What follows belongs to an exercise in optimizing a design on an open flow for small area, a short achievable clock period and few clock cycles; a production flow would make more cautious choices.
No run shown here included a check of the RTL's function; only the layout flow was run.
No activity file was given, so power comes from the tool's default toggle rates.

$ cat flow/design.v
module md5(
    input clk,
    input reset_n,
    input done,
    input [63:0] pwd,
    output [127:0] hash_pwd,
    output en
);
reg [31:0] p, b, c, d;
reg [6:0] cnt;
reg en_r;
wire job = reset_n & done;
wire [6:0] cnt_n = !job ? 7'd0 : (cnt == 7'd68) ? cnt : cnt + 7'd1;
reg ld, hold, run, sel0, sel1;
reg [3:0] rf;      
reg [3:0] rj;      
reg [3:0] rt;      
always @(posedge clk) begin
    ld <= !job;
    hold <= (cnt_n == 7'd68);
    run <= (cnt_n >= 7'd1) && (cnt_n <= 7'd64);
    sel0 <= (cnt_n == 7'd0) | (cnt_n == 7'd19) | (cnt_n == 7'd41) | (cnt_n == 7'd48);
    sel1 <= (cnt_n == 7'd1) | (cnt_n == 7'd16) | (cnt_n == 7'd36) | (cnt_n == 7'd55);
    rf <= 4'd0; rj <= 4'd0; rt <= 4'd0;
    case (cnt_n)
        7'd1: begin rf <= 4'd1; rj <= 4'd1; rt <= 4'd8; end
        7'd2: begin rf <= 4'd1; rj <= 4'd2; rt <= 4'd8; end
        7'd3: begin rf <= 4'd1; rj <= 4'd4; rt <= 4'd8; end
        7'd4: begin rf <= 4'd1; rj <= 4'd8; rt <= 4'd4; end
        7'd5: begin rf <= 4'd1; rj <= 4'd1; rt <= 4'd8; end
        7'd6: begin rf <= 4'd1; rj <= 4'd2; rt <= 4'd8; end
        7'd7: begin rf <= 4'd1; rj <= 4'd4; rt <= 4'd8; end
        7'd8: begin rf <= 4'd1; rj <= 4'd8; rt <= 4'd4; end
        7'd9: begin rf <= 4'd1; rj <= 4'd1; rt <= 4'd8; end
        7'd10: begin rf <= 4'd1; rj <= 4'd2; rt <= 4'd8; end
        7'd11: begin rf <= 4'd1; rj <= 4'd4; rt <= 4'd8; end
        7'd12: begin rf <= 4'd1; rj <= 4'd8; rt <= 4'd4; end
        7'd13: begin rf <= 4'd1; rj <= 4'd1; rt <= 4'd8; end
        7'd14: begin rf <= 4'd1; rj <= 4'd2; rt <= 4'd8; end
        7'd15: begin rf <= 4'd1; rj <= 4'd4; rt <= 4'd8; end
        7'd16: begin rf <= 4'd1; rj <= 4'd8; rt <= 4'd4; end
        7'd17: begin rf <= 4'd2; rj <= 4'd1; rt <= 4'd2; end
        7'd18: begin rf <= 4'd2; rj <= 4'd2; rt <= 4'd1; end
        7'd19: begin rf <= 4'd2; rj <= 4'd4; rt <= 4'd1; end
        7'd20: begin rf <= 4'd2; rj <= 4'd8; rt <= 4'd1; end
        7'd21: begin rf <= 4'd2; rj <= 4'd1; rt <= 4'd2; end
        7'd22: begin rf <= 4'd2; rj <= 4'd2; rt <= 4'd1; end
        7'd23: begin rf <= 4'd2; rj <= 4'd4; rt <= 4'd1; end
        7'd24: begin rf <= 4'd2; rj <= 4'd8; rt <= 4'd1; end
        7'd25: begin rf <= 4'd2; rj <= 4'd1; rt <= 4'd2; end
        7'd26: begin rf <= 4'd2; rj <= 4'd2; rt <= 4'd1; end
        7'd27: begin rf <= 4'd2; rj <= 4'd4; rt <= 4'd1; end
        7'd28: begin rf <= 4'd2; rj <= 4'd8; rt <= 4'd1; end
        7'd29: begin rf <= 4'd2; rj <= 4'd1; rt <= 4'd2; end
        7'd30: begin rf <= 4'd2; rj <= 4'd2; rt <= 4'd1; end
        7'd31: begin rf <= 4'd2; rj <= 4'd4; rt <= 4'd1; end
        7'd32: begin rf <= 4'd2; rj <= 4'd8; rt <= 4'd1; end
        7'd33: begin rf <= 4'd4; rj <= 4'd1; rt <= 4'd1; end
        7'd34: begin rf <= 4'd4; rj <= 4'd2; rt <= 4'd4; end
        7'd35: begin rf <= 4'd4; rj <= 4'd4; rt <= 4'd4; end
        7'd36: begin rf <= 4'd4; rj <= 4'd8; rt <= 4'd8; end
        7'd37: begin rf <= 4'd4; rj <= 4'd1; rt <= 4'd1; end
        7'd38: begin rf <= 4'd4; rj <= 4'd2; rt <= 4'd4; end
        7'd39: begin rf <= 4'd4; rj <= 4'd4; rt <= 4'd4; end
        7'd40: begin rf <= 4'd4; rj <= 4'd8; rt <= 4'd8; end
        7'd41: begin rf <= 4'd4; rj <= 4'd1; rt <= 4'd1; end
        7'd42: begin rf <= 4'd4; rj <= 4'd2; rt <= 4'd4; end
        7'd43: begin rf <= 4'd4; rj <= 4'd4; rt <= 4'd4; end
        7'd44: begin rf <= 4'd4; rj <= 4'd8; rt <= 4'd8; end
        7'd45: begin rf <= 4'd4; rj <= 4'd1; rt <= 4'd1; end
        7'd46: begin rf <= 4'd4; rj <= 4'd2; rt <= 4'd4; end
        7'd47: begin rf <= 4'd4; rj <= 4'd4; rt <= 4'd4; end
        7'd48: begin rf <= 4'd4; rj <= 4'd8; rt <= 4'd8; end
        7'd49: begin rf <= 4'd8; rj <= 4'd1; rt <= 4'd4; end
        7'd50: begin rf <= 4'd8; rj <= 4'd2; rt <= 4'd2; end
        7'd51: begin rf <= 4'd8; rj <= 4'd4; rt <= 4'd2; end
        7'd52: begin rf <= 4'd8; rj <= 4'd8; rt <= 4'd2; end
        7'd53: begin rf <= 4'd8; rj <= 4'd1; rt <= 4'd4; end
        7'd54: begin rf <= 4'd8; rj <= 4'd2; rt <= 4'd2; end
        7'd55: begin rf <= 4'd8; rj <= 4'd4; rt <= 4'd2; end
        7'd56: begin rf <= 4'd8; rj <= 4'd8; rt <= 4'd2; end
        7'd57: begin rf <= 4'd8; rj <= 4'd1; rt <= 4'd4; end
        7'd58: begin rf <= 4'd8; rj <= 4'd2; rt <= 4'd2; end
        7'd59: begin rf <= 4'd8; rj <= 4'd4; rt <= 4'd2; end
        7'd60: begin rf <= 4'd8; rj <= 4'd8; rt <= 4'd2; end
        7'd61: begin rf <= 4'd8; rj <= 4'd1; rt <= 4'd4; end
        7'd62: begin rf <= 4'd8; rj <= 4'd2; rt <= 4'd2; end
        7'd63: begin rf <= 4'd8; rj <= 4'd4; rt <= 4'd2; end
        7'd64: begin rf <= 4'd8; rj <= 4'd8; rt <= 4'd2; end
        7'd65: begin rf <= 4'd0; rj <= 4'd1; rt <= 4'd8; end
        7'd66: begin rf <= 4'd0; rj <= 4'd2; rt <= 4'd8; end
        7'd67: begin rf <= 4'd0; rj <= 4'd4; rt <= 4'd8; end
        default: ;
    endcase
end
wire [16:0] hi = 17'd1 << cnt[6:2];
wire [3:0] lo = 4'd1 << cnt[1:0];
wire [31:0] kc;
assign kc[0] = (hi[0] & (lo[0] | lo[2])) | (hi[1] & (lo[0] | lo[2] | lo[3])) | (hi[2] & (lo[1] | lo[2])) | (hi[3] & (lo[1] | lo[3])) | (hi[4] & (lo[2])) | (hi[5] & (lo[0] | lo[1] | lo[2])) | (hi[6] & (lo[2] | lo[3])) | (hi[7] & (lo[0] | lo[2])) | (hi[8] & (lo[1])) | (hi[9] & (lo[1])) | (hi[10] & (lo[2] | lo[3])) | (hi[11] & (lo[0] | lo[1] | lo[3])) | (hi[12] & (lo[1] | lo[2] | lo[3])) | (hi[13] & (lo[0] | lo[2] | lo[3])) | (hi[14] & (lo[0] | lo[3])) | (hi[15] & (lo[1] | lo[2] | lo[3])) | (hi[16] & (lo[0] | lo[3]));
assign kc[1] = (hi[0] & (lo[1] | lo[2] | lo[3])) | (hi[1] & (lo[0] | lo[1] | lo[2])) | (hi[2] & (lo[1] | lo[3])) | (hi[3] & (lo[0] | lo[1] | lo[2])) | (hi[4] & (lo[0] | lo[3])) | (hi[5] & (lo[1])) | (hi[6] & (lo[0] | lo[1] | lo[2])) | (hi[7] & (lo[3])) | (hi[8] & (lo[0] | lo[2])) | (hi[10] & (lo[0] | lo[1])) | (hi[12] & (lo[1] | lo[2])) | (hi[13] & (lo[0] | lo[1])) | (hi[14] & (lo[0])) | (hi[15] & (lo[0] | lo[2])) | (hi[16] & (lo[1] | lo[2]));
assign kc[2] = (hi[0] & (lo[1] | lo[3])) | (hi[1] & (lo[0])) | (hi[2] & (lo[1] | lo[3])) | (hi[3] & (lo[2])) | (hi[5] & (lo[0])) | hi[6] | (hi[7] & (lo[0])) | (hi[8] & (lo[3])) | (hi[9] & (lo[0])) | (hi[10] & (lo[0] | lo[2] | lo[3])) | (hi[11] & (lo[1] | lo[3])) | (hi[12] & (lo[0] | lo[1] | lo[2])) | (hi[13] & (lo[2])) | (hi[14] & (lo[0] | lo[2])) | (hi[15] & (lo[1])) | (hi[16] & (lo[1] | lo[2]));
assign kc[3] = (hi[0] & (lo[0] | lo[2] | lo[3])) | (hi[1] & (lo[0] | lo[1])) | (hi[2] & (lo[0] | lo[1] | lo[3])) | (hi[3] & (lo[2])) | (hi[4] & (lo[3])) | (hi[5] & (lo[0] | lo[3])) | (hi[6] & (lo[3])) | (hi[7] & (lo[1] | lo[2] | lo[3])) | (hi[8] & (lo[3])) | (hi[9] & (lo[1])) | (hi[10] & (lo[1])) | (hi[11] & (lo[0] | lo[2])) | (hi[12] & (lo[3])) | (hi[13] & (lo[2])) | (hi[14] & (lo[0])) | (hi[15] & (lo[2])) | (hi[16] & (lo[2] | lo[3]));
assign kc[4] = (hi[0] & (lo[0] | lo[1] | lo[2])) | (hi[1] & (lo[2])) | (hi[2] & (lo[0] | lo[2] | lo[3])) | (hi[3] & (lo[1])) | (hi[4] & (lo[2])) | (hi[5] & (lo[0] | lo[1])) | (hi[6] & (lo[1])) | (hi[7] & (lo[1] | lo[2])) | (hi[9] & (lo[3])) | (hi[10] & (lo[1])) | (hi[11] & (lo[0] | lo[2])) | (hi[12] & (lo[1] | lo[3])) | (hi[13] & (lo[1] | lo[2] | lo[3])) | (hi[14] & (lo[2])) | (hi[15] & (lo[1] | lo[2] | lo[3])) | (hi[16] & (lo[1] | lo[2]));
assign kc[5] = (hi[0] & (lo[0] | lo[3])) | (hi[1] & (lo[0] | lo[1])) | (hi[2] & (lo[1] | lo[2] | lo[3])) | (hi[3] & (lo[0] | lo[3])) | (hi[4] & (lo[0] | lo[3])) | (hi[6] & (lo[0] | lo[3])) | (hi[7] & (lo[1])) | (hi[8] & (lo[2])) | (hi[9] & (lo[1] | lo[2] | lo[3])) | (hi[10] & (lo[1])) | hi[11] | (hi[12] & (lo[2] | lo[3])) | (hi[13] & (lo[2])) | (hi[14] & (lo[1] | lo[3])) | (hi[15] & (lo[1] | lo[2])) | (hi[16] & (lo[1] | lo[2]));
assign kc[6] = hi[0] | (hi[2] & (lo[0])) | (hi[3] & (lo[2])) | (hi[4] & (lo[0] | lo[1] | lo[2])) | (hi[5] & (lo[0] | lo[1] | lo[3])) | (hi[6] & (lo[0] | lo[3])) | (hi[7] & (lo[1] | lo[2])) | (hi[8] & (lo[0] | lo[3])) | (hi[9] & (lo[0] | lo[2] | lo[3])) | (hi[10] & (lo[0] | lo[1])) | (hi[11] & (lo[1] | lo[2] | lo[3])) | (hi[12] & (lo[0] | lo[2])) | (hi[13] & (lo[0] | lo[2] | lo[3])) | (hi[14] & (lo[0] | lo[1])) | (hi[16] & (lo[1] | lo[2]));
assign kc[7] = (hi[0] & (lo[3])) | (hi[1] & (lo[0])) | hi[2] | (hi[3] & (lo[1] | lo[2])) | (hi[4] & (lo[3])) | (hi[5] & (lo[2] | lo[3])) | (hi[6] & (lo[0] | lo[2] | lo[3])) | (hi[7] & (lo[2] | lo[3])) | (hi[8] & (lo[1])) | (hi[9] & (lo[1])) | (hi[10] & (lo[0] | lo[1] | lo[2])) | (hi[11] & (lo[1] | lo[2] | lo[3])) | (hi[12] & (lo[1] | lo[2])) | (hi[13] & (lo[0] | lo[1] | lo[3])) | (hi[14] & (lo[1] | lo[3])) | (hi[15] & (lo[0] | lo[3])) | (hi[16] & (lo[2] | lo[3]));
assign kc[8] = (hi[0] & (lo[0] | lo[1] | lo[2])) | (hi[1] & (lo[0] | lo[3])) | (hi[2] & (lo[1] | lo[2] | lo[3])) | (hi[3] & (lo[0] | lo[1] | lo[2])) | (hi[4] & (lo[0] | lo[1] | lo[3])) | (hi[5] & (lo[3])) | (hi[6] & (lo[0] | lo[2])) | (hi[7] & (lo[0])) | (hi[8] & (lo[0] | lo[2])) | (hi[9] & (lo[1] | lo[2])) | (hi[10] & (lo[1] | lo[3])) | (hi[11] & (lo[1])) | (hi[12] & (lo[1] | lo[2])) | (hi[13] & (lo[0] | lo[3])) | (hi[14] & (lo[2] | lo[3])) | (hi[15] & (lo[2] | lo[3])) | (hi[16] & (lo[0] | lo[3]));
assign kc[9] = (hi[0] & (lo[0] | lo[1] | lo[3])) | (hi[1] & (lo[0] | lo[1] | lo[2])) | (hi[2] & (lo[1] | lo[2] | lo[3])) | (hi[3] & (lo[2])) | (hi[4] & (lo[1] | lo[2] | lo[3])) | (hi[5] & (lo[2] | lo[3])) | (hi[7] & (lo[2])) | (hi[8] & (lo[1])) | (hi[9] & (lo[0] | lo[1] | lo[2])) | (hi[10] & (lo[0] | lo[1])) | (hi[11] & (lo[3])) | (hi[12] & (lo[0] | lo[1] | lo[2])) | (hi[14] & (lo[0] | lo[1] | lo[2])) | hi[15] | (hi[16] & (lo[0] | lo[3]));
assign kc[10] = (hi[0] & (lo[0] | lo[1] | lo[3])) | hi[1] | (hi[2] & (lo[1] | lo[3])) | (hi[4] & (lo[0] | lo[3])) | (hi[5] & (lo[1] | lo[2])) | (hi[6] & (lo[0] | lo[2] | lo[3])) | (hi[7] & (lo[1] | lo[3])) | (hi[8] & (lo[1])) | (hi[9] & (lo[1] | lo[3])) | (hi[10] & (lo[0] | lo[1] | lo[3])) | (hi[11] & (lo[2] | lo[3])) | (hi[12] & (lo[1])) | (hi[13] & (lo[1] | lo[2] | lo[3])) | (hi[14] & (lo[0] | lo[1])) | (hi[15] & (lo[0])) | (hi[16] & (lo[1] | lo[2]));
assign kc[11] = (hi[0] & (lo[3])) | (hi[1] & (lo[0])) | (hi[2] & (lo[0] | lo[2])) | (hi[3] & (lo[3])) | (hi[4] & (lo[2])) | (hi[5] & (lo[3])) | (hi[6] & (lo[0] | lo[1] | lo[2])) | (hi[7] & (lo[0] | lo[3])) | (hi[8] & (lo[0] | lo[3])) | hi[9] | (hi[10] & (lo[0] | lo[3])) | (hi[11] & (lo[1] | lo[2])) | (hi[12] & (lo[1])) | (hi[13] & (lo[0] | lo[1] | lo[3])) | (hi[14] & (lo[0])) | (hi[15] & (lo[0])) | (hi[16] & (lo[2] | lo[3]));
assign kc[12] = (hi[0] & (lo[1] | lo[2])) | (hi[1] & (lo[3])) | hi[2] | (hi[3] & (lo[0] | lo[1])) | (hi[4] & (lo[1] | lo[2])) | (hi[5] & (lo[0] | lo[1] | lo[3])) | (hi[6] & (lo[3])) | (hi[8] & (lo[0] | lo[1] | lo[3])) | (hi[9] & (lo[3])) | (hi[10] & (lo[0] | lo[2] | lo[3])) | hi[11] | (hi[12] & (lo[1])) | (hi[13] & (lo[0] | lo[2] | lo[3])) | (hi[14] & (lo[0] | lo[3])) | hi[15] | (hi[16] & (lo[1] | lo[2]));
assign kc[13] = (hi[0] & (lo[1] | lo[2])) | (hi[2] & (lo[1])) | (hi[3] & (lo[1])) | (hi[4] & (lo[0] | lo[1])) | (hi[5] & (lo[2] | lo[3])) | (hi[7] & (lo[0] | lo[1])) | hi[8] | (hi[9] & (lo[0] | lo[3])) | (hi[10] & (lo[0] | lo[1] | lo[2])) | (hi[11] & (lo[2])) | hi[12] | (hi[13] & (lo[2])) | (hi[14] & (lo[0] | lo[1])) | (hi[15] & (lo[0] | lo[1])) | (hi[16] & (lo[0] | lo[3]));
assign kc[14] = (hi[0] & (lo[0] | lo[2] | lo[3])) | (hi[1] & (lo[1] | lo[2])) | (hi[2] & (lo[1] | lo[2] | lo[3])) | (hi[3] & (lo[1] | lo[2])) | (hi[4] & (lo[2] | lo[3])) | (hi[5] & (lo[2] | lo[3])) | (hi[6] & (lo[0])) | (hi[7] & (lo[0] | lo[3])) | (hi[8] & (lo[1] | lo[2])) | (hi[9] & (lo[0] | lo[1] | lo[2])) | (hi[10] & (lo[0])) | (hi[11] & (lo[0] | lo[2] | lo[3])) | (hi[12] & (lo[1])) | hi[13] | (hi[14] & (lo[0] | lo[1] | lo[2])) | hi[15] | (hi[16] & (lo[1] | lo[2]));
assign kc[15] = (hi[0] & (lo[0] | lo[1] | lo[3])) | (hi[1] & (lo[1] | lo[3])) | (hi[2] & (lo[0] | lo[1] | lo[3])) | (hi[4] & (lo[1] | lo[3])) | (hi[5] & (lo[2] | lo[3])) | (hi[6] & (lo[0])) | (hi[7] & (lo[0] | lo[1])) | (hi[8] & (lo[1])) | (hi[9] & (lo[0] | lo[1] | lo[3])) | (hi[11] & (lo[0] | lo[1])) | (hi[12] & (lo[1] | lo[3])) | (hi[13] & (lo[1] | lo[2])) | (hi[14] & (lo[1])) | (hi[15] & (lo[1] | lo[2] | lo[3])) | (hi[16] & (lo[2] | lo[3]));
assign kc[16] = (hi[0] & (lo[0] | lo[1] | lo[3])) | (hi[1] & (lo[1])) | (hi[2] & (lo[2])) | (hi[3] & (lo[2])) | (hi[5] & (lo[0] | lo[2] | lo[3])) | (hi[6] & (lo[0] | lo[1] | lo[2])) | (hi[7] & (lo[0] | lo[1] | lo[2])) | (hi[8] & (lo[1] | lo[2] | lo[3])) | (hi[9] & (lo[2] | lo[3])) | (hi[10] & (lo[0] | lo[1] | lo[2])) | (hi[11] & (lo[1])) | (hi[12] & (lo[0] | lo[3])) | (hi[13] & (lo[0] | lo[2])) | (hi[14] & (lo[2])) | (hi[15] & (lo[0] | lo[2])) | (hi[16] & (lo[0] | lo[3]));
assign kc[17] = (hi[0] & (lo[0] | lo[1])) | (hi[1] & (lo[1] | lo[3])) | (hi[2] & (lo[2])) | (hi[4] & (lo[0] | lo[2] | lo[3])) | (hi[5] & (lo[0] | lo[3])) | (hi[6] & (lo[1] | lo[3])) | hi[7] | (hi[8] & (lo[0])) | hi[9] | (hi[10] & (lo[0] | lo[2])) | (hi[11] & (lo[1] | lo[2])) | (hi[12] & (lo[1] | lo[3])) | (hi[13] & (lo[0] | lo[2])) | hi[15] | (hi[16] & (lo[1] | lo[2]));
assign kc[18] = (hi[0] & (lo[0] | lo[1] | lo[3])) | (hi[1] & (lo[0] | lo[1] | lo[3])) | (hi[2] & (lo[1] | lo[2] | lo[3])) | (hi[3] & (lo[3])) | (hi[4] & (lo[0] | lo[2] | lo[3])) | (hi[5] & (lo[0] | lo[1])) | (hi[6] & (lo[1] | lo[2])) | (hi[7] & (lo[1] | lo[2])) | (hi[8] & (lo[2] | lo[3])) | (hi[9] & (lo[0] | lo[1] | lo[3])) | (hi[10] & (lo[2])) | (hi[11] & (lo[0] | lo[3])) | (hi[12] & (lo[2])) | (hi[13] & (lo[1] | lo[2] | lo[3])) | (hi[14] & (lo[1])) | (hi[15] & (lo[2] | lo[3])) | (hi[16] & (lo[0] | lo[3]));
assign kc[19] = (hi[0] & (lo[0] | lo[3])) | (hi[1] & (lo[0])) | (hi[2] & (lo[2] | lo[3])) | (hi[3] & (lo[1] | lo[2])) | (hi[4] & (lo[0] | lo[2])) | (hi[5] & (lo[0])) | (hi[6] & (lo[3])) | (hi[7] & (lo[1] | lo[2] | lo[3])) | (hi[8] & (lo[0] | lo[2])) | hi[9] | (hi[10] & (lo[0] | lo[2] | lo[3])) | (hi[11] & (lo[1] | lo[3])) | (hi[12] & (lo[0] | lo[1])) | (hi[13] & (lo[0] | lo[1] | lo[2])) | (hi[14] & (lo[0] | lo[1] | lo[3])) | (hi[15] & (lo[1])) | (hi[16] & (lo[2] | lo[3]));
assign kc[20] = (hi[0] & (lo[3])) | (hi[1] & (lo[0] | lo[2])) | (hi[2] & (lo[2] | lo[3])) | hi[3] | (hi[4] & (lo[0] | lo[2] | lo[3])) | (hi[5] & (lo[3])) | (hi[6] & (lo[1] | lo[2] | lo[3])) | (hi[8] & (lo[0] | lo[1] | lo[2])) | hi[9] | (hi[10] & (lo[0])) | (hi[11] & (lo[0] | lo[1])) | (hi[12] & (lo[2] | lo[3])) | (hi[13] & (lo[0])) | (hi[15] & (lo[0] | lo[1] | lo[2])) | (hi[16] & (lo[1] | lo[2]));
assign kc[21] = (hi[0] & (lo[0] | lo[2] | lo[3])) | (hi[1] & (lo[0] | lo[2])) | (hi[2] & (lo[2])) | (hi[3] & (lo[2] | lo[3])) | (hi[4] & (lo[3])) | (hi[5] & (lo[0] | lo[2])) | (hi[6] & (lo[0] | lo[1])) | hi[7] | (hi[8] & (lo[0] | lo[1] | lo[3])) | (hi[9] & (lo[0] | lo[2] | lo[3])) | (hi[10] & (lo[1] | lo[2])) | (hi[11] & (lo[2] | lo[3])) | (hi[12] & (lo[0] | lo[1])) | (hi[13] & (lo[2])) | (hi[14] & (lo[0] | lo[1])) | (hi[15] & (lo[1])) | (hi[16] & (lo[1] | lo[2]));
assign kc[22] = (hi[0] & (lo[1])) | (hi[1] & (lo[0] | lo[3])) | (hi[2] & (lo[1] | lo[2] | lo[3])) | (hi[3] & (lo[2])) | (hi[4] & (lo[1] | lo[2])) | (hi[5] & (lo[1] | lo[3])) | (hi[6] & (lo[0] | lo[2] | lo[3])) | (hi[7] & (lo[0] | lo[1] | lo[2])) | (hi[8] & (lo[0] | lo[1] | lo[3])) | (hi[9] & (lo[1])) | (hi[10] & (lo[2])) | (hi[11] & (lo[0] | lo[1])) | (hi[13] & (lo[0] | lo[2])) | (hi[15] & (lo[0] | lo[2])) | (hi[16] & (lo[0] | lo[3]));
assign kc[23] = (hi[0] & (lo[0] | lo[1] | lo[3])) | (hi[1] & (lo[1])) | (hi[2] & (lo[0] | lo[2])) | (hi[3] & (lo[0] | lo[1] | lo[3])) | (hi[4] & (lo[3])) | (hi[5] & (lo[2] | lo[3])) | (hi[6] & (lo[0] | lo[2])) | (hi[7] & (lo[0] | lo[1])) | (hi[8] & (lo[0] | lo[2] | lo[3])) | hi[9] | hi[10] | hi[11] | (hi[12] & (lo[2] | lo[3])) | (hi[13] & (lo[2] | lo[3])) | (hi[14] & (lo[0])) | (hi[15] & (lo[2] | lo[3])) | (hi[16] & (lo[2] | lo[3]));
assign kc[24] = (hi[0] & (lo[3])) | (hi[1] & (lo[0] | lo[1] | lo[3])) | hi[2] | (hi[3] & (lo[0] | lo[1] | lo[3])) | (hi[4] & (lo[3])) | (hi[5] & (lo[3])) | (hi[6] & (lo[0] | lo[1] | lo[3])) | (hi[7] & (lo[0] | lo[2] | lo[3])) | hi[8] | (hi[9] & (lo[1])) | (hi[11] & (lo[0] | lo[2])) | (hi[12] & (lo[1] | lo[2])) | hi[13] | (hi[14] & (lo[0] | lo[2])) | (hi[15] & (lo[0] | lo[1] | lo[3])) | (hi[16] & (lo[0] | lo[3]));
assign kc[25] = (hi[0] & (lo[0])) | (hi[1] & (lo[1])) | (hi[2] & (lo[1] | lo[2])) | (hi[3] & (lo[0] | lo[2])) | (hi[4] & (lo[0] | lo[2])) | (hi[5] & (lo[0] | lo[1] | lo[3])) | (hi[6] & (lo[1])) | (hi[7] & (lo[2])) | (hi[8] & (lo[0] | lo[1])) | (hi[9] & (lo[1] | lo[2] | lo[3])) | (hi[10] & (lo[1])) | (hi[11] & (lo[1] | lo[2])) | (hi[12] & (lo[1] | lo[2])) | (hi[13] & (lo[1] | lo[2])) | hi[14] | (hi[15] & (lo[0] | lo[2] | lo[3])) | (hi[16] & (lo[0] | lo[3]));
assign kc[26] = (hi[0] & (lo[0] | lo[2])) | (hi[1] & (lo[0] | lo[1] | lo[3])) | (hi[2] & (lo[2])) | (hi[3] & (lo[1] | lo[2])) | (hi[4] & (lo[0] | lo[2])) | (hi[5] & (lo[0] | lo[3])) | (hi[6] & (lo[2] | lo[3])) | (hi[7] & (lo[1] | lo[2] | lo[3])) | hi[8] | (hi[9] & (lo[0] | lo[2] | lo[3])) | (hi[10] & (lo[2] | lo[3])) | (hi[11] & (lo[1] | lo[2] | lo[3])) | (hi[12] & (lo[0] | lo[3])) | hi[13] | (hi[14] & (lo[0] | lo[1] | lo[3])) | (hi[15] & (lo[0] | lo[1])) | (hi[16] & (lo[0] | lo[3]));
assign kc[27] = (hi[0] & (lo[0] | lo[1])) | (hi[1] & (lo[2] | lo[3])) | hi[2] | (hi[3] & (lo[0] | lo[1] | lo[3])) | (hi[4] & (lo[3])) | (hi[5] & (lo[2])) | (hi[7] & (lo[0] | lo[1] | lo[3])) | (hi[8] & (lo[0] | lo[2] | lo[3])) | (hi[9] & (lo[1] | lo[3])) | (hi[10] & (lo[0] | lo[1])) | (hi[11] & (lo[0] | lo[2])) | (hi[12] & (lo[2] | lo[3])) | (hi[13] & (lo[1] | lo[2])) | (hi[14] & (lo[0] | lo[1] | lo[3])) | (hi[15] & (lo[1] | lo[2] | lo[3])) | (hi[16] & (lo[2] | lo[3]));
assign kc[28] = (hi[0] & (lo[0])) | (hi[1] & (lo[0] | lo[3])) | (hi[2] & (lo[2])) | (hi[3] & (lo[1])) | (hi[4] & (lo[0])) | (hi[5] & (lo[0] | lo[2])) | (hi[6] & (lo[2])) | (hi[7] & (lo[1])) | (hi[8] & (lo[0] | lo[3])) | (hi[9] & (lo[2] | lo[3])) | (hi[10] & (lo[2])) | (hi[11] & (lo[0] | lo[2])) | (hi[12] & (lo[0] | lo[3])) | (hi[13] & (lo[2])) | (hi[14] & (lo[1])) | (hi[15] & (lo[0] | lo[1])) | (hi[16] & (lo[1] | lo[2]));
assign kc[29] = (hi[0] & (lo[0] | lo[1] | lo[2])) | (hi[1] & (lo[0] | lo[2] | lo[3])) | (hi[2] & (lo[0] | lo[2])) | (hi[3] & (lo[0] | lo[1] | lo[2])) | (hi[4] & (lo[0] | lo[2] | lo[3])) | (hi[5] & (lo[3])) | (hi[6] & (lo[0] | lo[2])) | (hi[7] & (lo[0] | lo[1] | lo[2])) | (hi[8] & (lo[0] | lo[2] | lo[3])) | (hi[9] & (lo[0] | lo[2] | lo[3])) | (hi[10] & (lo[0] | lo[1])) | (hi[11] & (lo[1])) | (hi[12] & (lo[0] | lo[2] | lo[3])) | (hi[13] & (lo[0] | lo[2])) | (hi[14] & (lo[0] | lo[1] | lo[2])) | hi[15] | (hi[16] & (lo[0] | lo[3]));
assign kc[30] = (hi[0] & (lo[1] | lo[3])) | (hi[1] & (lo[0] | lo[1] | lo[3])) | (hi[2] & (lo[0] | lo[2])) | (hi[3] & (lo[0] | lo[1] | lo[3])) | (hi[4] & (lo[0] | lo[1] | lo[3])) | (hi[5] & (lo[0] | lo[2] | lo[3])) | (hi[6] & (lo[1] | lo[2] | lo[3])) | (hi[7] & (lo[1] | lo[2])) | (hi[8] & (lo[0] | lo[2] | lo[3])) | (hi[9] & (lo[1] | lo[2])) | (hi[10] & (lo[1] | lo[2])) | (hi[11] & (lo[0] | lo[1] | lo[3])) | (hi[12] & (lo[0] | lo[1] | lo[3])) | (hi[13] & (lo[0] | lo[2])) | (hi[14] & (lo[0] | lo[1] | lo[3])) | (hi[15] & (lo[0] | lo[3])) | (hi[16] & (lo[0] | lo[3]));
assign kc[31] = (hi[0] & (lo[1] | lo[3])) | (hi[1] & (lo[0] | lo[2] | lo[3])) | (hi[2] & (lo[1] | lo[2] | lo[3])) | (hi[3] & (lo[1] | lo[2])) | (hi[4] & (lo[0] | lo[1] | lo[3])) | (hi[5] & (lo[0] | lo[2] | lo[3])) | (hi[6] & (lo[1] | lo[2])) | (hi[7] & (lo[0] | lo[1] | lo[3])) | (hi[8] & (lo[0] | lo[1] | lo[3])) | (hi[9] & (lo[0] | lo[2] | lo[3])) | (hi[10] & (lo[1] | lo[2])) | (hi[11] & (lo[0] | lo[1] | lo[3])) | (hi[12] & (lo[0] | lo[2] | lo[3])) | (hi[13] & (lo[1] | lo[2] | lo[3])) | (hi[14] & (lo[1] | lo[2])) | (hi[15] & (lo[0] | lo[1] | lo[3])) | (hi[16] & (lo[2] | lo[3]));
wire [31:0] m = ({32{sel0}} & pwd[63:32]) | ({32{sel1}} & pwd[31:0]);
wire [31:0] x = ld ? 32'd0 : d;
wire [31:0] p_next = (x + kc) + m;
wire [31:0] f = ({32{rf[0]}} & ((b & c) | (~b & d)))
              | ({32{rf[1]}} & ((d & b) | (~d & c)))
              | ({32{rf[2]}} & (b ^ c ^ d))
              | ({32{rf[3]}} & (c ^ (b | ~d)));
wire [31:0] w = p + f;
wire [31:0] wt = ({32{rt[0]}} & w)
               | ({32{rt[1]}} & {w[30:0], w[31]})
               | ({32{rt[2]}} & {w[29:0], w[31:30]})
               | ({32{rt[3]}} & {w[28:0], w[31:29]});
wire [31:0] r = ({32{rj[0]}} & {wt[27:0], wt[31:28]})
              | ({32{rj[1]}} & {wt[22:0], wt[31:23]})
              | ({32{rj[2]}} & {wt[17:0], wt[31:18]})
              | ({32{rj[3]}} & {wt[11:0], wt[31:12]});
wire [31:0] b_next = ({32{run}} & b) + r;
always @(posedge clk) begin
    cnt <= cnt_n;
    en_r <= job && (cnt == 7'd67 || cnt == 7'd68);
end
always @(posedge clk) begin
    if (ld) begin
        p <= p_next;
        b <= 32'hefcdab89;
        c <= 32'h98badcfe;
        d <= 32'h10325476;
    end else if (!hold) begin
        p <= p_next;
        b <= b_next;
        c <= b;
        d <= c;
    end
end
function [31:0] bswap(input [31:0] v);
    bswap = {v[7:0], v[15:8], v[23:16], v[31:24]};
endfunction
assign en = en_r;
assign hash_pwd = {bswap({d[6:0], d[31:7]}), bswap(p),
                   bswap({b[16:0], b[31:17]}), bswap({c[11:0], c[31:12]})};
endmodule
$ cat flow/run.sh
#!/bin/bash
# synth_recipe.tcl (not shown) runs the flow's synth.tcl, then flattens the netlist and writes it again
# the make line also repeats each setting of config.mk as NAME=value (left out here)
make -C /OpenROAD-flow-scripts/flow DESIGN_CONFIG=/design/flow/config.mk WORK_HOME=/design/flow/orfs CLKGATE_MAP_FILE= SYNTH_SCRIPT=/design/flow/synth_recipe.tcl finish
$ cat flow/constraint.sdc
create_clock -name core_clock -period 16.0 [get_ports {clk}]
set_input_delay 3.2000 -clock core_clock [delete_from_list [all_inputs] [get_ports {clk}]]
set_output_delay 3.2000 -clock core_clock [all_outputs]
set_load 0.01 [all_outputs]
$ cat flow/config.mk
export PLATFORM = sky130hd
export DESIGN_NAME = md5
export DESIGN_NICKNAME = md5
export VERILOG_FILES = /design/flow/design.v
export SDC_FILE = /design/flow/constraint.sdc
export NUM_CORES = 4
export LEC_CHECK = 0
export CAP_MARGIN = 40
export CORE_MARGIN = 2
export CORE_UTILIZATION = 45
export PLACE_DENSITY = 0.6
export SLEW_MARGIN = 30
==> results.json, run 1 <==
{
  "status": "finished clean",
  "crit_fanout": 64,
  "wl_per_cell_um": 25.8,
  "grt_max_degree": 97,
  "cts_max_level": 4,
  "crit_path_end_kind": "flop",
  "rr_startpoint": "rf[0]$_DFF_P_",
  "first_global_vias": 18800,
  "path_buf_inv": 3,
  "drv_cap": 0,
  "crit_path_top_delay_cell": "buf_4",
  "tns_ns": 0,
  "nNetsFinal": 2782,
  "required_ns": 16.43,
  "placed_cell_area_um2": 20400,
  "reg2reg_to": "b[30]$_SDFFE_PP1N_",
  "layout-drive-gt1-share": 0.0498,
  "syn_nets": 2709,
  "synthFlopType": "dfxtp_1",
  "pre_cts_ws_ns": 8.05,
  "regToRegSetupSlack_ns": 7.92,
  "finalMaxSlewViolations": 0,
  "cts_root_buf": "clkbuf_16",
  "clockBufferDepth": 2,
  "grt_overflow_total": 0,
  "synth-edff-count": 32,
  "max_stage_delay_ns": 0.58,
  "remaining_drc_errors": 0,
  "wl_mm": 80.3,
  "place.gp.congestion": 1.02,
  "antenna_violating_nets_post_route": 0,
  "grt_usage": 0.377,
  "ys_types": 90,
  "finalCritPeriodShare": 0.505,
  "cts_tree": "built",
  "vias": 20200,
  "cts_buffers": 17,
  "layout_min_cycle_time_ns": 8.08,
  "clk_pin_slew_ns": 0.08,
  "antenna_found_initial": 5,
  "ir_drop_uv": 88.3,
  "core_um2": 39800,
  "synth_seq_cells": 153,
  "fin_skew_ns": 0.0145,
  "final_cell_mix": "381 x nand2_1, 214 x nor2_1, 195 x clkdlybuf4s50_1",
  "insertion_delay_ns": 0.50,
  "synth_seq_area_share": 0.186,
  "worstMarginPinSlew_ns": 0.929,
  "slew_headroom": 0.378,
  "ios": 196,
  "power_density_nw_per_um2": 98.2,
  "rows": 73,
  "p_leak_nw": 8.44,
  "async_flop_share": 0,
  "crit_start": "rf[0]$_DFF_P_",
  "die_w_um": 205,
  "cts_resized": 0,
  "syn_area_um2": 18200,
  "initial_core_util": 0.457,
  "grt_pass1_wl_mm": 118,
  "setup_slack_ns": 7.92,
  "netlist_instances": 2505,
  "avgViaCountPerCell": 6.49,
  "grt_setup_unrepaired": "false",
  "final_common_cell": "nand2_1",
  "first_pass_iters": 9,
  "finalHoldViolations": 0,
  "fmax_mhz": 124,
  "path_class": "reg -> reg",
  "cts_sinks": 153,
  "start_kind": "flop",
  "initialDrtViolationCount": 2602,
  "design_area_um2": 21000,
  "hold_buffers": 0,
  "crit_top_cell": "nand2_1",
  "cp_num_cells": 33,
  "setup_viol": 0,
  "yosysWarnings": 1,
  "critical_path_arrival_ns": 8.50,
  "area_delta_synth_final_pct": 15.3,
  "hold_class": "reg -> reg",
  "reg2reg_depth": 33,
  "syn_avg_cell_area_um2": 7.27,
  "port_buffers": 195,
  "crit_family": "compound AO/OA/AOI/OAI gates",
  "dieArea_um2": 42100,
  "post_cts_buffers": 0,
  "dp_hpwl_mm": 61.8,
  "die_y_um": 205,
  "critPathCapture": "b[30]$_SDFFE_PP1N_"
}
==> area by class of cell <==
cell class	instances	area (um2)
Fill cell	3936	18800
Multi-Input combinational cell	2064	13600
Sequential cell	153	3390
Timing Repair Buffer	245	2340
Tap cell	525	657
Clock buffer	18	450
Inverter	97	364
Clock inverter	14	161
Antenna cell	1	2.50
==> metal layers <==
layer | vias to the layer above | part of all wire | track usage
met5 | - | 0.00040 | 0
met4 | 4 | 0.068 | 0.242
met3 | 234 | 0.086 | 0.0772
met2 | 1127 | 0.44 | 0.587
met1 | 9643 | 0.40 | 0.474
li1 | 9225 | - | -
==> power by group <==
group | switching [mW] | internal [mW]
sequential | 0.0885 | 0.462
clock | 0.210 | 0.232
combinational | 0.647 | 0.421
==> stage by stage <==
| step | power, mW | hold slack [ns] | instances | util |
|---|---|---|---|---|
| after floorplan | 1.21 | 0.557 | 2505 | - |
| after global placement | 1.59 | 0.596 | 3074 | 0.509 |
| after detailed placement | 1.60 | 0.609 | 3083 | 0.511 |
| after CTS | 2.04 | 0.622 | 3115 | 0.527 |
| after global routing | 2.17 | 0.663 | 3116 | 0.527 |
| final | 2.06 | 0.625 | 3117 | 0.527 |
==> worst min-delay path by stage <==
stage                             startpoint                  to  slack [ns]  cells past startpoint
after floorplan                 hold$_DFF_P_  b[28]$_SDFFE_PP0N_        0.56                      2
after global placement    d[22]$_SDFFE_PP0N_  d[22]$_SDFFE_PP0N_        0.60                      2
after detailed placement  d[22]$_SDFFE_PP0N_  d[22]$_SDFFE_PP0N_        0.61                      2
after CTS                 d[22]$_SDFFE_PP0N_  d[22]$_SDFFE_PP0N_        0.62                      2
after global routing      d[29]$_SDFFE_PP0N_  d[29]$_SDFFE_PP0N_        0.66                      2
final                     d[13]$_SDFFE_PP0N_  d[13]$_SDFFE_PP0N_        0.63                      2
==> logic make-up after synthesis <==
family / Yosys count / share of synthesized area
compound gates: 717 / 0.265
xor+xnor: 152 / 0.0731
fa+ha+maj: 137 / 0.108
buf+inv: 288 / 0.0670
flops: 153 / 0.186
mux: 109 / 0.0601
simple gates: 949 / 0.241
==> state kept, by name, summed over array words and instances (netlist names) <==
signal and cells:
hold 1, rf 4, sel1 1, ld 1, run 1, b 32, rj 4, en_r 1
rt 4, cnt 7, p 32, d 32, c 32, sel0 1
==> worst min-delay path, delay by kind of cell (launching register included) <==
kind,cells,cell delay [ns]
DFF,1,0.38
muxes,1,0.15
and+or+nand+nor,1,0.05
==> cells in the mapped netlist, types with 21 or more instances <==
cell type	number	area [um2]
inv_1	96	360
a21oi_1	185	926
xor2_1	31	272
fa_1	34	681
dfxtp_1	121	2420
a22oi_1	32	240
or3_1	21	131
a31oi_1	49	307
o21ai_0	152	761
mux2i_1	107	1070
clkbuf_1	153	574
nand3_1	55	275
nor3_1	71	355
nor2_1	216	811
ha_1	103	1290
xnor2_1	121	1060
a21o_1	25	188
nand2_1	381	1430
edfxtp_1	32	961
a222oi_1	40	400
nor2b_1	21	131
and2_1	41	257
a22o_1	24	210
o211ai_1	26	195
nand4_1	21	131
nor3b_1	36	270
==> run 2: changes to the inputs <==
--- a/flow/config.mk
+++ b/flow/config.mk
@@ -8,5 +8,5 @@
 export CAP_MARGIN = 40
 export CORE_MARGIN = 2
-export CORE_UTILIZATION = 45
-export PLACE_DENSITY = 0.6
+export CORE_UTILIZATION = 14
+export PLACE_DENSITY = 0.25
 export SLEW_MARGIN = 30
==> results.json, run 2 <==
{
  "status": "finished clean",
  "netlist_instances": 2505,
  "p_leak_nw": 8.50,
  "reg2reg_to": "b[31]$_SDFFE_PP1N_",
  "ios": 196,
  "grt_max_degree": 65,
  "final_common_cell": "nand2_1",
  "synth_top_area_cell": "dfxtp_1",
  "required_ns": 16.42,
  "clockBufferDepth": 2,
  "area_delta_synth_final_pct": 24.0,
  "synth_mux_area_frac": 0.0601,
  "wl_per_cell_um": 24.3,
  "regArea_um2": 3390,
  "cts_sinks": 153,
  "rr_startpoint": "rf[3]$_DFF_P_",
  "synthTopCellsByArea": "dfxtp_1 13%, nand2_1 7.9%, ha_1 7.1%, mux2i_1 5.9%, xnor2_1 5.8%",
  "place.gp.congestion": 0.863,
  "cts_max_level": 4,
  "worst_hold_path.endpoint": "d[31]$_SDFFE_PP0N_",
  "hold_path_depth": 2,
  "setup_slack_ns": 7.93,
  "dp_cells": 4311,
  "hold_buffers": 0,
  "first_pass_iters": 10,
  "synth-xor-area-share": 0.0731,
  "synth_seq_cells": 153,
  "wl_met1_mm": 48.9,
  "die_y_um": 365,
  "worstMarginPinSlew_ns": 0.952,
  "synth.top_cell.area_share": 0.133,
  "crit_top_cell": "o21ai_0",
  "critical_path_arrival_ns": 8.49,
  "syn_avg_cell_area_um2": 7.27,
  "layout_min_cycle_time_ns": 8.07,
  "clk_pin_slew_ns": 0.09,
  "dp_hpwl_mm": 83.6,
  "synth_compound_area_frac": 0.265,
  "route.met2.wl_mm": 50.2,
  "wl_met3_mm": 4.57,
  "post_cts_buffers": 0,
  "core_um2": 129000,
  "path_class": "reg -> reg",
  "synth_seq_area_share": 0.186,
  "synth-edff-count": 32,
  "yosysMostFrequentCell": "nand2_1",
  "finalMaxSlewViolations": 0,
  "finalCritPeriodShare": 0.504,
  "yosysWarnings": 1,
  "cts_root_buf": "clkbuf_16",
  "nFillCells": 14600,
  "cts_tree": "built",
  "insertion_delay_ns": 0.51,
  "initial_core_util": 0.141,
  "synth_top_family_by_area": "compound AO/OA/AOI/OAI gates",
  "avgViaCountPerCell": 4.53,
  "max_stage_delay_ns": 0.48,
  "vias": 19700,
  "crit_fanout": 51,
  "ir_drop_uv": 94.1,
  "die_w_um": 365,
  "antenna_found_initial": 5,
  "port_buffers": 195,
  "power_density_nw_per_um2": 94.7,
  "cts_buffers": 17,
  "final_cell_mix": "381 x nand2_1, 215 x nor2_1, 195 x clkdlybuf4s50_1",
  "synthAdderAreaFrac": 0.108,
  "wl_mm": 106,
  "dieArea_um2": 133000,
  "start_kind": "flop",
  "pre_cts_ws_ns": 7.43,
  "finalHoldViolations": 0,
  "fin_cells": 4346,
  "rows": 132,
  "cts_resized": 0,
  "power_mw": 2.14,
  "top_layer_used": "met4",
  "antenna_violating_nets_post_route": 0,
  "initialDrtViolationCount": 1782,
  "nNetsFinal": 2793,
  "multiInputGateArea_um2": 13600,
  "tns_ns": 0,
  "remaining_drc_errors": 0,
  "async_flop_share": 0,
  "synth_simple_gate_area_frac": 0.241,
  "grt_usage": 0.155,
  "hold_start": "c[31]$_SDFFE_PP1N_",
  "grt_overflow_total": 0,
  "syn_nets": 2709,
  "crit_path_top_delay_cell": "buf_4",
  "grt_setup_unrepaired": "false",
  "hold_class": "reg -> reg",
  "ys_types": 90,
  "layout-drive-gt1-share": 0.0542,
  "drv_cap": 0,
  "grt_pass1_wl_mm": 147,
  "setup_viol": 0,
  "fin_skew_ns": 0.0257,
  "regToRegSetupSlack_ns": 7.93,
  "crit_path_end_kind": "flop",
  "synthFlopType": "dfxtp_1",
  "first_global_vias": 18800,
  "yosys-top-cells-count": "381 x nand2_1, 216 x nor2_1, 185 x a21oi_1, 153 x clkbuf_1, 152 x o21ai_0",
  "syn_area_um2": 18200,
  "slew_headroom": 0.360,
  "fmax_mhz": 124,
  "reg2reg_depth": 30
}
## run 2: cell counts after synthesis
No cell type changed its count.
## run 2: cells by family after synthesis
group	count (synthesis)
buf+inv	288
xor+xnor	152
simple gates	949
compound gates	717
fa+ha+maj	137
flops	153
mux	109
## run 2: power breakdown
group          switching, mW  leakage [nW]  internal [mW]  total (mW)
combinational          0.677          6.88          0.422        1.10
clock                  0.215         0.289          0.220       0.435
sequential             0.140          1.33          0.463       0.603
total                   1.03          8.50           1.11        2.14
## run 2: cell type report
type,count,area share
Clock buffer,17,0.0188
Multi-Input combinational cell,2064,0.603
Sequential cell,153,0.150
Antenna cell,2,0.000222
Timing Repair Buffer,256,0.108
Tap cell,1742,0.0965
Inverter,97,0.0162
Clock inverter,15,0.00704
## run 2: stage by stage
step	area, um2	hold WS, ns	utilization
global placement	21900	0.615	0.169
floorplan	18200	0.557	-
global route	22600	0.676	0.175
detailed placement	22000	0.624	0.170
CTS	22600	0.639	0.174
finish	22600	0.635	0.175
## run 2: metal layers
layer  GRT usage  vias to the layer above
met5           0                        -
met4      0.0344                        0
met3      0.0188                       65
met2       0.261                      630
met1       0.211                     9751
li1            -                     9243
## run 2: worst max path at each step
stage                             start                 end  cells past startpoint  slack, ns
after floorplan                 pwd[34]     p[28]$_DFFE_PP_                     15       9.32
after global placement          pwd[32]     p[30]$_DFFE_PP_                     15       7.49
after detailed placement        pwd[32]     p[30]$_DFFE_PP_                     15       7.43
after CTS                 rf[0]$_DFF_P_  b[31]$_SDFFE_PP1N_                     29       7.86
after global routing      rf[3]$_DFF_P_  b[31]$_SDFFE_PP1N_                     30       7.20
final                     rf[3]$_DFF_P_  b[31]$_SDFFE_PP1N_                     30       7.93
## run 2: critical path: cells and delay by family (launching register included)
| kind | cells | cell delay [ns] |
|---|---|---|
| XOR/XNOR | 2 | 0.45 |
| multiplexers | 2 | 0.24 |
| AO/OA/AOI/OAI | 16 | 3.95 |
| buffers and inverters | 2 | 0.76 |
| flip-flops | 1 | 0.39 |
| AND/OR/NAND/NOR | 6 | 1.40 |
| adder cells (fa/ha/maj) | 2 | 0.73 |
==> run 3: changes to the inputs <==
--- a/flow/design.v
+++ b/flow/design.v
@@ -131,10 +131,17 @@
 wire [31:0] m = ({32{sel0}} & pwd[63:32]) | ({32{sel1}} & pwd[31:0]);
 wire [31:0] x = ld ? 32'd0 : d;
-wire [31:0] p_next = (x + kc) + m;
-wire [31:0] f = ({32{rf[0]}} & ((b & c) | (~b & d)))
-              | ({32{rf[1]}} & ((d & b) | (~d & c)))
-              | ({32{rf[2]}} & (b ^ c ^ d))
-              | ({32{rf[3]}} & (c ^ (b | ~d)));
-wire [31:0] w = p + f;
+wire [31:0] p_next;
+md5_addp u_addp (.x(x), .y(kc), .z(m), .s(p_next));
+wire [31:0] u = ({32{rf[0]}} & c)
+              | ({32{rf[1]}} & (c | d))
+              | ({32{rf[2]}} & ~(c ^ d))
+              | ({32{rf[3]}} & ~c);
+wire [31:0] v = ({32{rf[0]}} & d)
+              | ({32{rf[1]}} & (c & ~d))
+              | ({32{rf[2]}} & (c ^ d))
+              | ({32{rf[3]}} & ~(c ^ d));
+wire [31:0] f = (b & u) | (~b & v);
+wire [31:0] w;
+md5_addw u_addw (.x(p), .y(f), .s(w));
 wire [31:0] wt = ({32{rt[0]}} & w)
                | ({32{rt[1]}} & {w[30:0], w[31]})
@@ -145,5 +152,6 @@
               | ({32{rj[2]}} & {wt[17:0], wt[31:18]})
               | ({32{rj[3]}} & {wt[11:0], wt[31:12]});
-wire [31:0] b_next = ({32{run}} & b) + r;
+wire [31:0] b_next;
+md5_addb u_addb (.x({32{run}} & b), .y(r), .s(b_next));
 always @(posedge clk) begin
     cnt <= cnt_n;
@@ -170,2 +178,11 @@
                    bswap({b[16:0], b[31:17]}), bswap({c[11:0], c[31:12]})};
 endmodule
+module md5_addp(input [31:0] x, input [31:0] y, input [31:0] z, output [31:0] s);
+assign s = x + y + z;
+endmodule
+module md5_addw(input [31:0] x, input [31:0] y, output [31:0] s);
+assign s = x + y;
+endmodule
+module md5_addb(input [31:0] x, input [31:0] y, output [31:0] s);
+assign s = x + y;
+endmodule
==> results.json, run 3 <==
{
  "finalCritPeriodShare": 0.549,
  "crit_path_top_delay_cell": "a211oi_1",
  "hold_buffers": 0,
  "die_y_um": 361,
  "initialDrtViolationCount": 1638,
  "layout-drive-gt1-share": 0.0517,
  "ir_drop_uv": 74.6,
  "setup_viol": 0,
  "ys_types": 83,
  "reg2reg_to": "b[31]$_SDFFE_PP1N_",
  "antenna_found_initial": 7,
  "p_leak_nw": 8.83,
  "crit_path_end_kind": "flop",
  "grt_usage": 0.159,
  "crit_fanout": 30,
  "cts_tree": "built",
  "first_pass_iters": 7,
  "syn_area_um2": 17800,
  "cts_sinks": 153,
  "port_buffers": 195,
  "post_cts_buffers": 0,
  "cts_max_level": 4,
  "initial_core_util": 0.142,
  "worst_hold_path.endpoint": "d[20]$_SDFFE_PP1N_",
  "finalHoldViolations": 0,
  "vias": 19000,
  "grt_pass1_wl_mm": 149,
  "final_common_cell": "nand2_1",
  "slew_headroom": 0.394,
  "antenna_violating_nets_post_route": 0,
  "drv_cap": 0,
  "cts_buffers": 17,
  "first_global_vias": 19100,
  "grt_setup_unrepaired": "false",
  "layout_min_cycle_time_ns": 8.79,
  "required_ns": 16.42,
  "wl_met1_mm": 48.0,
  "fin_skew_ns": 0.0175,
  "synth-edff-count": 32,
  "clockBufferDepth": 2,
  "core_um2": 126000,
  "grt_overflow_total": 0,
  "yosysWarnings": 1,
  "insertion_delay_ns": 0.51,
  "synth_top_area_cell": "dfxtp_1",
  "start_kind": "flop",
  "avgViaCountPerCell": 4.63,
  "route.met2.wl_mm": 50.0,
  "synth.top_cell.area_share": 0.136,
  "rows": 130,
  "yosys-top-cells-count": "217 x nand2_1, 208 x nor2_1, 167 x ha_1, 141 x inv_1, 130 x a21oi_1",
  "reg2reg_depth": 29,
  "path_class": "reg -> reg",
  "top_layer_used": "met5",
  "netlist_instances": 2319,
  "rr_startpoint": "rf[1]$_DFF_P_",
  "syn_avg_cell_area_um2": 7.69,
  "wl_mm": 105,
  "final_cell_mix": "216 x nand2_1, 207 x nor2_1, 195 x clkdlybuf4s50_1",
  "hold_path_depth": 2,
  "fmax_mhz": 114,
  "cts_resized": 0,
  "yosysMostFrequentCell": "nand2_1",
  "synth_seq_cells": 153,
  "remaining_drc_errors": 0,
  "finalMaxSlewViolations": 0,
  "power_mw": 2.22,
  "regToRegSetupSlack_ns": 7.21,
  "hold_start": "d[20]$_SDFFE_PP1N_",
  "max_stage_delay_ns": 0.69,
  "syn_nets": 2587,
  "dieArea_um2": 130000,
  "synthTopCellsByArea": "dfxtp_1 14%, ha_1 12%, edfxtp_1 5.4%, mux2i_1 5.2%, nand2_1 4.6%",
  "wl_met3_mm": 4.15,
  "async_flop_share": 0,
  "synth_seq_area_share": 0.190,
  "wl_per_cell_um": 25.6,
  "cts_root_buf": "clkbuf_16",
  "hold_class": "reg -> reg",
  "nNetsFinal": 2710,
  "clk_pin_slew_ns": 0.08,
  "die_w_um": 361,
  "worstMarginPinSlew_ns": 0.905,
  "dp_hpwl_mm": 84.2,
  "synthFlopType": "dfxtp_1",
  "place.gp.congestion": 0.896,
  "critical_path_arrival_ns": 9.21,
  "area_delta_synth_final_pct": 25.7,
  "grt_max_degree": 65,
  "status": "finished clean",
  "power_density_nw_per_um2": 99.0,
  "tns_ns": 0,
  "ios": 196
}
[run 3: changes by cell type in the layout (fill, tap and decap cells not counted), sizes merged, moves of 27 or more]
cell | before | now
xnor2 | 121 | 54
and2 | 42 | 70
nor3b | 36 | 3
ha | 103 | 167
inv | 103 | 150
a2111oi | 6 | 42
a22o | 25 | 60
nand2 | 382 | 218
a2bb2oi | 3 | 30
a21oi | 189 | 134
[run 3: area by class of cell]
type                            count  area [um2]
Multi-Input combinational cell   1870       13300
Tap cell                         1650        2060
Clock buffer                       20         478
Fill cell                       14200      103000
Clock inverter                     12         144
Antenna cell                        5        12.5
Sequential cell                   153        3400
Timing Repair Buffer              256        2420
Inverter                          144         541
[run 3: cell families (layout without fill, tap and decap cells)]
group                      count (synthesis)  count (layout)  share of synthesized area
muxes                                     93              93                     0.0522
DFF                                      153             153                      0.190
buffers and inverters                    296             432                     0.0627
adders and majority gates                201             201                      0.155
other                                      0               5                          0
AOI/OAI and AO/OA                        770             770                      0.308
xor gates and xnor gates                  86              86                     0.0427
and+or+nand+nor                          720             720                      0.189
[run 3: worst max-delay path by stage]
stage | end | startpoint | slack [ns]
floorplan | b[31]$_SDFFE_PP1N_ | rf[0]$_DFF_P_ | 9.11
global placement | b[31]$_SDFFE_PP1N_ | rf[1]$_DFF_P_ | 7.29
detailed placement | b[31]$_SDFFE_PP1N_ | rf[1]$_DFF_P_ | 7.18
CTS | b[31]$_SDFFE_PP1N_ | rf[1]$_DFF_P_ | 7.13
global route | b[28]$_SDFFE_PP0N_ | rf[1]$_DFF_P_ | 6.51
finish | b[31]$_SDFFE_PP1N_ | rf[1]$_DFF_P_ | 7.21
[run 3: metal layers]
metal	up-vias	GRT usage
met1	9412	0.209
met4	2	0.0518
met2	616	0.269
li1	8890	-
met3	111	0.0172
met5	-	0
[run 3: power breakdown]
group	switching (mW)	internal [mW]	leakage, nW
registers	0.154	0.465	1.34
clock network	0.211	0.239	0.308
logic	0.699	0.450	7.19
[run 3: worst max-delay path: cells and delay by family (launching register included)]
kind | cells | cell delay, ns
AO/OA/AOI/OAI | 18 | 5.18
XOR/XNOR | 1 | 0.20
adder cells (fa/ha/maj) | 2 | 0.86
buffers and inverters | 3 | 0.78
flip-flops | 1 | 0.65
AND/OR/NAND/NOR | 5 | 0.96
[run 3: stage by stage]
step / utilization / hold slack [ns] / instances / worst slack (ns) / area (um2)
6_report: 0.178 / 0.560 / 4110 / 7.21 / 22400
5_1_grt: 0.178 / 0.600 / 4105 / 6.51 / 22400
4_1_cts: 0.178 / 0.567 / 4102 / 7.13 / 22400
3_5_place_dp: 0.173 / 0.540 / 4070 / 7.18 / 21700
3_3_place_gp: 0.172 / 0.536 / 4067 / 7.29 / 21700
2_1_floorplan: - / 0.526 / 2319 / 9.11 / 17800
==> run 4: changes to the inputs <==
--- a/flow/config.mk
+++ b/flow/config.mk
@@ -6,4 +6,5 @@
 export NUM_CORES = 4
 export LEC_CHECK = 0
+export ABC_AREA = 1
 export CAP_MARGIN = 40
 export CORE_MARGIN = 2
==> results.json, run 4 <==
{
  "status": "finished clean",
  "final_core_util": 0.177,
  "crit_path_end_kind": "flop",
  "grt_usage": 0.179,
  "final_common_cell": "nand2_1",
  "area_delta_synth_final_pct": 26.0,
  "crit_fanout": 33,
  "required_ns": 16.43,
  "insertion_delay_ns": 0.53,
  "max_stage_delay_ns": 0.45,
  "syn_nets": 3226,
  "yosysWarnings": 1,
  "syn_avg_cell_area_um2": 6.32,
  "synth_seq_area_share": 0.181,
  "switchingPower_mw": 1.21,
  "synth_seq_cells": 153,
  "die_y_um": 370,
  "synthTopCellsByArea": "dfxtp_1 13%, nand2_1 13%, ha_1 11%, inv_1 8.2%, a21oi_1 6.8%",
  "dp_hpwl_mm": 102,
  "worstMarginPinSlew_ns": 0.978,
  "crit_top_cell": "nand2_1",
  "grt_overflow_total": 0,
  "grt_max_degree": 52,
  "clk_pin_slew_ns": 0.09,
  "cts_buffers": 17,
  "async_flop_share": 0,
  "placed_cell_area_um2": 23000,
  "yosysMostFrequentCell": "nand2_1",
  "ios": 196,
  "layout-drive-gt1-share": 0.0538,
  "initialDrtViolationCount": 2034,
  "initial_core_util": 0.141,
  "critical_path_arrival_ns": 7.77,
  "wl_mm": 124,
  "place.gp.congestion": 0.904,
  "ys_types": 61,
  "combPwrFrac": 0.549,
  "synthFlopType": "dfxtp_1",
  "fmax_mhz": 136,
  "core_um2": 133000,
  "dieArea_um2": 137000,
  "hold_class": "reg -> reg",
  "crit_path_top_delay_cell": "fa_1",
  "antenna_violating_nets_post_route": 0,
  "finalHoldViolations": 0,
  "hold_buffers": 0,
  "avgViaCountPerCell": 4.44,
  "design_area_um2": 23600,
  "rows": 134,
  "port_buffers": 195,
  "ir_drop_uv": 97.3,
  "fin_skew_ns": 0.0279,
  "finalCritPeriodShare": 0.459,
  "cts_root_buf": "clkbuf_16",
  "first_global_vias": 21600,
  "synth.top_cell.area_share": 0.130,
  "cts_resized": 0,
  "wl_per_cell_um": 25.3,
  "slew_headroom": 0.331,
  "p_leak_nw": 10.5,
  "tns_ns": 0,
  "netlist_instances": 2958,
  "finalMaxSlewViolations": 0,
  "post_cts_buffers": 0,
  "cts_tree": "built",
  "setup_viol": 0,
  "nNetsFinal": 3394,
  "drv_cap": 0,
  "cts_max_level": 4,
  "synth_top_area_cell": "dfxtp_1",
  "yosys-top-cells-count": "642 x nand2_1, 409 x inv_1, 313 x nor2_1, 256 x a21oi_1, 170 x nand3_1",
  "grt_pass1_wl_mm": 173,
  "switching_share": 0.518,
  "vias": 21800,
  "grt_setup_unrepaired": "false",
  "final_cell_mix": "642 x nand2_1, 408 x inv_1, 310 x nor2_1",
  "cts_sinks": 153,
  "antenna_found_initial": 10,
  "clockBufferDepth": 2,
  "clkPwrFrac": 0.194,
  "layout_min_cycle_time_ns": 7.34,
  "remaining_drc_errors": 0,
  "p_int_mw": 1.12,
  "die_w_um": 370,
  "synth-edff-count": 32,
  "syn_area_um2": 18700,
  "power_density_nw_per_um2": 98.8,
  "first_pass_iters": 8,
  "pwr-share-seq": 0.257,
  "path_class": "reg -> reg",
  "start_kind": "flop"
}
-- run 4: kinds of logic after synthesis --
| logic type | synth area share |
|---|---|
| adder cells (fa/ha/maj) | 0.148 |
| buffers and inverters | 0.110 |
| flip-flops | 0.181 |
| AND/OR/NAND/NOR | 0.312 |
| XOR/XNOR | 0.0239 |
| AO/OA/AOI/OAI | 0.226 |
-- run 4: area by class of cell --
cell class / count / area [um2]
diodes: 3 / 7.51
clock buffers: 20 / 468
flip-flops and latches: 153 / 3390
clock inverters: 12 / 126
well taps: 1768 / 2210
inverters: 442 / 1660
fillers: 15300 / 109000
multi-input cells: 2261 / 13300
repair buffers: 251 / 2400
-- run 4: final timing paths --
path | from | endpoint | slack, ns | cells after the start
hold / removal | d[2]$_SDFFE_PP1N_ | d[2]$_SDFFE_PP1N_ | 0.58 | 2
setup / recovery | rf[2]$_DFF_P_ | b[18]$_SDFFE_PP1N_ | 8.66 | 37
hold reg to reg | d[2]$_SDFFE_PP1N_ | d[2]$_SDFFE_PP1N_ | 0.58 | 2
setup reg to reg | rf[2]$_DFF_P_ | b[18]$_SDFFE_PP1N_ | 8.66 | 37
-- run 4: stage by stage --
step	setup slack [ns]	power (mW)	hold slack (ns)	instances
CTS	8.66	2.37	0.581	4905
detailed placement	8.65	1.89	0.566	4873
global route	8.16	2.51	0.632	4907
floorplan	9.94	1.25	0.525	2958
global placement	8.51	1.92	0.585	4863
finish	8.66	2.33	0.577	4910
-- run 4: critical path, delay by kind of cell (launching register included) --
family | cells | cell delay [ns]
compound gates | 9 | 1.88
xor+xnor | 1 | 0.39
fa+ha+maj | 4 | 1.34
buf+inv | 7 | 1.46
flops | 1 | 0.31
simple gates | 16 | 1.83
-- run 4: power by group through the flow --
| stage | Combinational (mW) | Sequential [mW] | Clock, mW |
|---|---|---|---|
| detailed placement | 1.28 | 0.614 | 0 |
| global placement | 1.30 | 0.618 | 0 |
| floorplan | 0.714 | 0.537 | 0 |
| global route | 1.42 | 0.607 | 0.485 |
| CTS | 1.28 | 0.606 | 0.476 |
| finish | 1.28 | 0.599 | 0.452 |
-- run 4: layer usage --
metal / vias to the layer above / global-route usage / routed length [um]
met4: 0 / 0.0487 / 3030
met1: 10600 / 0.247 / 59000
met3: 133 / 0.0179 / 4310
met5: - / 0 / 0
met2: 630 / 0.295 / 57800
li1: 10400 / - / -
==> run 5: changes to the inputs <==
==> flow/flow/run.sh (new file) <==
#!/bin/bash
# Own flow: the standard layout (standard.sh, unchanged synthesis, SDC and
# clock period), with OpenROAD's timing repair asked to leave a larger setup
# margin than the standard settings allow, so that it works on the paths that
# set the achieved period. All tool output goes to standard.log here.
set -o pipefail
MARGIN=$(cat flow/margin.txt)
bash standard.sh SETUP_SLACK_MARGIN=$MARGIN finish > standard.log 2>&1
==> flow/flow/margin.txt (new file) <==
10
==> flow/standard.sh (new file) <==
#!/bin/bash
# synth_recipe.tcl (not shown) runs the flow's synth.tcl, then flattens the netlist and writes it again
# the make line also repeats each setting of config.mk as NAME=value (left out here)
make -C /OpenROAD-flow-scripts/flow DESIGN_CONFIG=/design/flow/config.mk WORK_HOME=/design/flow/orfs CLKGATE_MAP_FILE= SYNTH_SCRIPT=/design/flow/synth_recipe.tcl "${@:-finish}"
--- a/flow/config.mk
+++ b/flow/config.mk
@@ -6,8 +6,7 @@
 export NUM_CORES = 4
 export LEC_CHECK = 0
-export ABC_AREA = 1
 export CAP_MARGIN = 40
 export CORE_MARGIN = 2
-export CORE_UTILIZATION = 14
-export PLACE_DENSITY = 0.25
+export CORE_UTILIZATION = 40
+export PLACE_DENSITY = 0.6
 export SLEW_MARGIN = 30
removed: flow/run.sh
==> results.json, run 5 <==
{
  "syn_avg_cell_area_um2": 7.69,
  "drv_cap": 0,
  "ir_drop_uv": 82.9,
  "ys_types": 83,
  "grt_usage": 0.365,
  "cts_buffers": 17,
  "hold_buffers": 0,
  "grt_overflow_total": 0,
  "setup_viol": 0,
  "finalCritPeriodShare": 0.429,
  "final_common_cell": "nand2_1",
  "wl_met1_mm": 34.3,
  "first_pass_iters": 13,
  "finalMaxSlewViolations": 0,
  "place.gp.congestion": 0.987,
  "power_density_nw_per_um2": 102,
  "path_class": "reg -> reg",
  "async_flop_share": 0,
  "antenna_found_initial": 1,
  "synth_seq_cells": 153,
  "dieArea_um2": 46300,
  "remaining_drc_errors": 0,
  "crit_path_end_kind": "flop",
  "yosysMostFrequentCell": "nand2_1",
  "start_kind": "flop",
  "synth_seq_area_share": 0.190,
  "design_area_um2": 24700,
  "route.met2.wl_mm": 41.8,
  "wl_mm": 88.4,
  "syn_area_um2": 17800,
  "cts_sinks": 153,
  "clk_pin_slew_ns": 0.08,
  "worstMarginPinSlew_ns": 0.965,
  "vias": 20600,
  "p_leak_nw": 10.1,
  "yosys-top-cells-count": "217 x nand2_1, 208 x nor2_1, 167 x ha_1, 141 x inv_1, 130 x a21oi_1",
  "rows": 77,
  "setup_slack_ns": 9.14,
  "cts_root_buf": "clkbuf_16",
  "fin_skew_ns": 0.0240,
  "synth_top_area_cell": "dfxtp_1",
  "layout-drive-gt1-share": 0.228,
  "die_y_um": 215,
  "grt_pass1_wl_mm": 127,
  "slew_headroom": 0.352,
  "clockBufferDepth": 2,
  "final_core_util": 0.560,
  "holdWs_ns": 0.526,
  "dp_hpwl_mm": 62.3,
  "status": "finished clean",
  "tns_ns": 0,
  "synth-edff-count": 32,
  "top_layer_used": "met4",
  "yosysWarnings": 1,
  "port_buffers": 195,
  "synthFlopType": "dfxtp_1",
  "placed_cell_area_um2": 20600,
  "required_ns": 16.39,
  "first_global_vias": 19800,
  "path_buf_inv": 3,
  "antenna_violating_nets_post_route": 0,
  "fmax_mhz": 146,
  "grt_max_degree": 65,
  "grt_setup_unrepaired": "true",
  "nNetsFinal": 2877,
  "syn_nets": 2587,
  "crit_family": "compound AO/OA/AOI/OAI gates",
  "finalHoldViolations": 0,
  "die_w_um": 215,
  "max_stage_delay_ns": 0.42,
  "insertion_delay_ns": 0.50,
  "pre_cts_ws_ns": 8.11,
  "hold_class": "reg -> reg",
  "ios": 196,
  "initialDrtViolationCount": 2220,
  "initial_core_util": 0.404,
  "cts_max_level": 4,
  "crit_fanout": 8,
  "cts_tree": "built",
  "wl_per_cell_um": 27.5,
  "final_cell_mix": "212 x nand2_1, 196 x nor2_1, 182 x buf_4",
  "synth.top_cell.area_share": 0.136,
  "netlist_instances": 2319,
  "crit_top_cell": "o21a_1",
  "crit_path_top_delay_cell": "or3_4",
  "avgViaCountPerCell": 6.40,
  "synthTopCellsByArea": "dfxtp_1 14%, ha_1 12%, edfxtp_1 5.4%, mux2i_1 5.2%, nand2_1 4.6%",
  "core_um2": 44100,
  "critical_path_arrival_ns": 7.25,
  "layout_min_cycle_time_ns": 6.86,
  "wl_met3_mm": 6.26,
  "area_delta_synth_final_pct": 38.6,
  "regToRegSetupSlack_ns": 9.14
}
[run 5: changes by cell type after synthesis, sizes merged, moves of 43 or more]
cell / before / now
mux2i: 0 / 93
nor2: 335 / 208
and2: 6 / 70
nand2: 651 / 218
a21oi: 257 / 134
a222oi: 0 / 43
inv: 432 / 142
nand3: 170 / 44
[run 5: report_power, final]
group          total (mW)  switching, mW  leakage [nW]  internal [mW]
Clock               0.396          0.195         0.256          0.201
Combinational        1.55          0.844          8.51          0.704
Sequential          0.570          0.107          1.34          0.463
Total                2.51           1.15          10.1           1.37
[run 5: worst paths after layout]
path                                          from                  to  depth (start not counted)
worst max-delay path                 rf[0]$_DFF_P_  b[31]$_SDFFE_PP1N_                         30
worst min-delay path            d[14]$_SDFFE_PP1N_  d[14]$_SDFFE_PP1N_                          2
worst max register to register       rf[0]$_DFF_P_  b[31]$_SDFFE_PP1N_                         30
worst min register to register  d[14]$_SDFFE_PP1N_  d[14]$_SDFFE_PP1N_                          2
[run 5: tightest hold or removal path, cell delays in order, from the launching register on]
cell	delay, ns
dfxtp_2	0.35
nand2_1	0.06
o211ai_1	0.07
[run 5: area by class of cell]
class                      count  area (um2)
clock buffer                  18         429
clock inverter                14         114
antenna                        1        2.50
inverter                     144         546
timing repair buffer         423        3980
sequential                   153        3490
multi-input combinational   1870       15400
fill                        4011       19400
tap                          592         741
[run 5: kinds of logic after synthesis]
logic type	synth area share
buffers and inverters	0.0627
AOI/OAI and AO/OA	0.308
and+or+nand+nor	0.189
xor gates and xnor gates	0.0427
muxes	0.0522
adders and majority gates	0.155
DFF	0.190
[run 5: per-stage QoR]
step / total power [mW] / std cells
after CTS: 2.33 / 3163
after floorplan: 1.27 / 2319
after detailed placement: 1.69 / 3007
final: 2.51 / 3215
after global placement: 1.68 / 3000
after global routing: 2.62 / 3214
[run 5: metal layers]
metal	global-route usage	vias up
met5	0	-
met4	0.212	0
met3	0.0549	274
met2	0.617	1067
met1	0.442	10000
li1	-	9223
[run 5: repair_timing]
action,CTS,global route
setup endpoints to repair,42,37
buffers inserted,118,49
pin swaps,170,151
resized for setup,307,167
endpoints found under the hold margin,0,0
cloned,6,0
